Source: an optimization exercise on an open RTL-to-GDS flow (aim: small area, a short achievable clock period and few clock cycles per item). Production flows keep margins and buffers that such runs may drop. Function was checked by simulation only, so behaviour that the tests miss may differ from the original.

job 104:
## exponential
module exponential(input clk, rst, start, input [15:0] _x, output done,
                   output [1:0] intpart, output [15:0] fracpart);
	reg [3:0] st;           
	reg idle;               
	reg sh1, sh2, term;     
	reg [15:0] b, t;
	reg [17:0] b3;          
	reg [17:0] r;
	wire go = idle & start;
	wire [3:0] nst = go ? 4'd1 : (idle | st == 4'd9) ? 4'd0 : st + 4'd1;
	always @(posedge clk or posedge rst) begin
		if (rst) begin
			st   <= 4'd0;
			idle <= 1'b1;
		end else begin
			st   <= nst;
			idle <= (nst == 4'd0);
		end
	end
	always @(posedge clk) begin
		sh1  <= (nst == 4'd1);                                
		sh2  <= (nst == 4'd4);                                
		term <= (nst == 4'd1) | (nst == 4'd2) | (nst == 4'd4) |
		        (nst == 4'd5) | (nst == 4'd7) | (nst == 4'd9);  
	end
	reg [15:0] bn;
	always @(*) begin
		case (nst)
			4'd3:    bn = 16'h5555;
			4'd6:    bn = 16'h3333;
			4'd8:    bn = 16'h2AAA;
			default: bn = _x;
		endcase
	end
	reg [17:0] bn3;
	always @(*) begin
		case (nst)
			4'd3:    bn3 = 18'h0FFFF;    
			4'd6:    bn3 = 18'h09999;    
			4'd8:    bn3 = 18'h07FFE;    
			default: bn3 = {2'b00, _x} + {1'b0, _x, 1'b0};
		endcase
	end
	always @(posedge clk)
		b3 <= bn3;
	wire [15:0] ph;                      
	mul16 mul(.a(t), .b(b), .b3(b3), .hi(ph));
	wire [15:0] tn = sh1 ? {1'b0,  ph[15:1]} :
	                 sh2 ? {2'b00, ph[15:2]} : ph;
	wire [15:0] t1 = (_x[15:1] == 15'd0) ? 16'd0 : _x - 16'd2;
	wire [6:0] u6 = t[6:0];
	reg [3:0] t7;
	always @(*) begin
		if (u6 >= 7'd85) t7 = 4'd12;
		else if (u6 >= 7'd78) t7 = 4'd11;
		else if (u6 >= 7'd71) t7 = 4'd10;
		else if (u6 >= 7'd64) t7 = 4'd9;
		else if (u6 >= 7'd57) t7 = 4'd8;
		else if (u6 >= 7'd50) t7 = 4'd7;
		else if (u6 >= 7'd43) t7 = 4'd6;
		else if (u6 >= 7'd36) t7 = 4'd5;
		else if (u6 >= 7'd29) t7 = 4'd4;
		else if (u6 >= 7'd22) t7 = 4'd3;
		else if (u6 >= 7'd15) t7 = 4'd2;
		else if (u6 >= 7'd8) t7 = 4'd1;
		else t7 = 4'd0;
	end
	reg t8;                 
	always @(*) begin
		case (t7)
			4'd9:    t8 = b >= 16'd58255;
			4'd10:   t8 = b >= 16'd52429;
			4'd11:   t8 = b >= 16'd47663;
			4'd12:   t8 = b >= 16'd43691;
			4'd13:   t8 = b >= 16'd40330;
  ...
clock: 9.0 ns
lec_check: 0
cap_margin: 20
core_margin: 2
core_utilization: 40
place_density: 0.6
setup_slack_margin: 4
slew_margin: 20
run.sh (not shown) runs the stock make flow with config.mk's settings and CLKGATE_MAP_FILE= SYNTH_SCRIPT=/design/flow/synth_recipe.tcl, a recipe that flattens the netlist after the stock synthesis.
Testbench counts of job 104, summed over its fixed seeds: cycles 12,006, items 1,200.
Input changes introduced in job 102 (baseline for comparison: job 104):
Settings: SETUP_SLACK_MARGIN removed (was 4).
Notes after the runs:
- Job 102 against job 104: final worst setup slack shrank by 1.11 ns.
- The run showing the smaller share of the core filled with cells in the final layout is job 102.
- Relative to job 104, the non-clock buffer count measured on job 102 has decreased by more than half.

---

## violet
Another version of the RTL of exponential (not shown whole).
For scale: about 1200 cells after synthesis, ~84 flip-flops, about 38 I/O pins, roughly 0.0097 mm^2 of cells after synthesis.
clock: 9.0 ns
lec_check: 0
abc_area: 1
cap_margin: 20
core_margin: 2
core_utilization: 40
cts_buf_list: sky130_fd_sc_hd__clkbuf_4 sky130_fd_sc_hd__clkbuf_8
place_density: 0.6
setup_slack_margin: 3.5
slew_margin: 20
synth_hierarchical: 1
synth_minimum_keep_size: 0
tns_end_percent: 0
Testbench counts of violet, summed over its fixed seeds: cycles 12,006, items 1,200.
Modified inputs, nickel compared to violet
Settings: an added CTS_CLUSTER_DIAMETER of 120; a deleted TNS_END_PERCENT that had been 0; an added CTS_CLUSTER_SIZE of 40.
[summary]
- nickel ended with more non-filler instance count after layout than violet.
- Relative to violet, number of cells on the critical path increased by 3 in nickel.
- Re routed wire length: nickel and violet aren't equal, and the higher value belongs to nickel.
- As far as area fraction in and, or, nand and nor cells after synthesis goes, nickel and violet are indistinguishable; the numbers are identical.

---

## amber
exponential, a different RTL version from the one above (not shown whole).
Size: roughly 1300 cells after synthesis, about 58 flip-flops, ~38 I/O pins.
make LEC_CHECK=0 CAP_MARGIN=20 CORE_MARGIN=2 CORE_UTILIZATION=40 PLACE_DENSITY=0.6 SETUP_SLACK_MARGIN=3 SLEW_MARGIN=20 finish   # period 9.0 ns
amber: flow completed, timing, DRC and antenna clean
Testbench counts of amber, summed over its fixed seeds: cycles 12,006, items 1,200.
Inputs modified between amber and maple:
- SETUP_SLACK_MARGIN removed (was 3)
==> run summary <==
Hold slack for maple: 0.025 ns down relative to amber

---

RTL: one of the versions met above, not the one the previous note started from.
Size in the first run: ~76 flip-flops.
## exponential
module exponential(input clk, rst, start, input [15:0] _x, output done,
                   output [1:0] intpart, output [15:0] fracpart);
Settings: LEC_CHECK=0, CAP_MARGIN=20, CORE_MARGIN=2, CORE_UTILIZATION=40, PLACE_DENSITY=0.6, SETUP_SLACK_MARGIN=3, SLEW_MARGIN=20; clock period 9.0 ns.
The starting point produced a clean layout.
Testbench counts at the start, summed over its fixed seeds: cycles 12,006, items 1,200.
Change:
CORE_UTILIZATION = 65   (was 40)
PLACE_DENSITY = 0.85   (was 0.6)
The changed run ran to the end with no violations.
Area after synthesis does not change.
Via count came out higher by 8.0%.
Final area falls by 1.0%.
Register-to-register slack got worse by 0.60 ns.
First-iteration DRC count rises by 90%.

---

north:
exponential, a different RTL version from the one above (not shown whole).
For scale: ~1,200 cells after synthesis, about 85 flip-flops, roughly 38 I/O pins.
make LEC_CHECK=0 ABC_AREA=1 CAP_MARGIN=20 CORE_MARGIN=2 CORE_UTILIZATION=40 PLACE_DENSITY=0.6 SETUP_SLACK_MARGIN=4 SLEW_MARGIN=20 SYNTH_HIERARCHICAL=1 SYNTH_MINIMUM_KEEP_SIZE=0 finish   # period 9.0 ns
Looking at the reports, north completed the entire flow and the layout it produced met the timing, design-rule and antenna checks.
Testbench counts of north, summed over its fixed seeds: cycles 12,006, items 1,200.
Edits applied to the flow inputs when going from north to south:
Settings: SETUP_SLACK_MARGIN changed from 4 to 3.5.
Notes after the runs:
Where final critical path time including I/O delays and setup is concerned, north is better than south.
Compared with north, in south via count has decreased; final HPWL from detailed placement has decreased.

---

Setup of job 9994:
exponential with an RTL version that a note above also has.
Size in the first run: about 1200 cells after synthesis, about 84 flip-flops, roughly 38 I/O pins.
clock: 9.0 ns
lec_check: 0
abc_area: 1
cap_margin: 20
core_margin: 2
core_utilization: 40
place_density: 0.6
setup_slack_margin: 3.75
slew_margin: 20
synth_hierarchical: 1
synth_minimum_keep_size: 0
Testbench counts of job 9994, summed over its fixed seeds: cycles 12,006, items 1,200.
The following lists how job 5995 was set up differently from job 9994:
Settings: swapping 3.75 for 3.5 in SETUP_SLACK_MARGIN; putting CTS_BUF_LIST at sky130_fd_sc_hd__clkbuf_4 sky130_fd_sc_hd__clkbuf_8 where nothing was set.
==> run summary <==
Job 5995: done, clean on timing, DRC and antenna. Delta(final standard cell area without fillers, job 5995 - job 9994) < 0. Detailed route wirelength on metal3 (job 5995 vs. job 9994) increases by a few percent. Looking at critical path endpoint, the fracpart[12] result is from job 9994; the fracpart[14] one comes from job 5995. From job 9994 to job 5995, post-detailed-placement half-perimeter wirelength did not move at all. Job 9994 → job 5995: share of the cycle needed by the critical path after routing stayed essentially flat. Diff job 9994 -> job 5995: worst setup slack dropped 0.0074 ns; clock-pin slew reported for the worst setup and hold paths after clock tree synthesis went up by 0.02 ns; area enclosed by the die boundary has remained practically unchanged.
## Diff of input files: job 3529 against job 5995
Settings: swapping 0.6 for 0.65 in PLACE_DENSITY; swapping 40 for 50 in CORE_UTILIZATION.
==> comparison <==
Job 3529 ends up with higher final worst hold slack than job 5995 does.
Summary of job 3529 over job 5995: cell area went down by 83 um^2; number of filler cells placed in the layout went down by 620; wire length went down by 540 um.

---

exponential again, from the RTL that the note above started with.
make LEC_CHECK=0 ABC_AREA=1 CAP_MARGIN=20 CORE_MARGIN=2 CORE_UTILIZATION=40 CTS_BUF_LIST='sky130_fd_sc_hd__clkbuf_4 sky130_fd_sc_hd__clkbuf_8' PLACE_DENSITY=0.6 SETUP_SLACK_MARGIN=3.5 SLEW_MARGIN=20 SYNTH_HIERARCHICAL=1 SYNTH_MINIMUM_KEEP_SIZE=0 TNS_END_PERCENT=20 finish   # period 9.0 ns
The first run produced a clean layout.
Testbench counts at the start, summed over its fixed seeds: cycles 12,006, items 1,200.
Edit:
Settings changed: CTS_BUF_LIST sky130_fd_sc_hd__clkbuf_4 sky130_fd_sc_hd__clkbuf_8 to unset, TNS_END_PERCENT 20 to unset.
Outcome:
- critical path depth climbs by 2
- wire length went down by 0.45%
- global-route usage hardly moves
- clock-buffer cell count is unchanged
- cell count stays flat
- area after synthesis does not change
- sequential share of layout area shrinks by 0.19 points
- via count stays flat
- hold slack got worse by 0.0059 ns

---

Another version of the RTL of exponential (not shown whole).
Size: about 1200 cells after synthesis, roughly 38 I/O pins.
Settings: LEC_CHECK=0, ABC_AREA=1, CAP_MARGIN=0, CORE_MARGIN=2, CORE_UTILIZATION=40, PLACE_DENSITY=0.6, SETUP_SLACK_MARGIN=3, SLEW_MARGIN=0, SYNTH_HIERARCHICAL=1, SYNTH_MINIMUM_KEEP_SIZE=0; clock period 9.0 ns.
The first run completed with no timing, DRC or antenna violations.
Testbench counts at the start, summed over its fixed seeds: cycles 12,006, items 1,200.
==> next run, changes <==
--- a/flow/config.mk
+++ b/flow/config.mk
@@ -9 +9 @@
-export CAP_MARGIN = 0
+export CAP_MARGIN = 20
@@ -14 +14 @@
-export SLEW_MARGIN = 0
+export SLEW_MARGIN = 20
The new run finished clean.
Final cell count is unchanged.
Synthesized cell count stays the same.
Count of clock-buffer cells in the layout is unchanged.
Worst setup slack stays the same.
Critical path depth is unchanged.
First-iteration DRC count does not change.
Global-route usage is unchanged.
Wire length stays the same.
Core utilization does not change.

[separate check: timing with driven ports]
How much do the figures lean on ideal ports? The routed layouts below were timed once more, with nothing changed but the port constraints. Step 1, drivers: a clkbuf_16 drives clk and a buf_2 each remaining input, both assumed. Step 2, shift: input delay + t, output delay - t, t = (earliest + latest rising clock arrival at the registers) / 2. This alone moves slack from input paths to output paths. Three values: ideal ports, drivers, drivers and shift; two values: the first two.
run | shift t [ns] | setup slack, ns | clock arrival spread, ns
job 104 | 0.376 | 3.231 / 3.212 / 3.231 | 0.006 / 0.006
job 102 | 0.385 | 2.120 / 2.078 / 2.186 | 0.008 / 0.009
violet | 0.397 | 3.450 / 3.459 / 3.062 | 0.012 / 0.012
nickel | 0.398 | 3.628 / 3.593 / 3.274 | 0.014 / 0.014
amber | 0.348 | 2.698 / 2.698 / 2.698 | 0.010 / 0.010
maple | 0.353 | 1.696 / 1.661 / 2.014 | 0.007 / 0.008
the first run of note 4 | 0.385 | 3.118 / 3.075 / 3.167 | 0.009 / 0.009
the second run of note 4 | 0.386 | 2.569 / 2.569 / 2.569 | 0.013 / 0.013
north | 0.386 | 3.515 / 3.466 / 3.590 | 0.009 / 0.009
south | 0.393 | 3.455 / 3.405 / 3.333 | 0.006 / 0.006
job 9994 | 0.373 | 3.635 / 3.597 / 3.643 | 0.007 / 0.007
job 5995 | 0.398 | 3.628 / 3.593 / 3.274 | 0.014 / 0.014
job 3529 | 0.393 | 3.587 / 3.552 / 3.378 | 0.012 / 0.012
the first run of note 7 | 0.397 | 3.514 / 3.479 / 3.257 | 0.010 / 0.009
the second run of note 7 | 0.378 | 3.642 / 3.600 / 3.332 | 0.010 / 0.010
the first run of note 8 | 0.379 | 3.013 / 2.976 / 3.043 | 0.009 / 0.009
the second run of note 8 | 0.379 | 3.013 / 2.976 / 3.043 | 0.009 / 0.009
After both steps every run listed still meets setup and hold. The setup slack of violet, which loses most, moves by +0.009 ns with the drivers and by -0.388 ns with both steps.
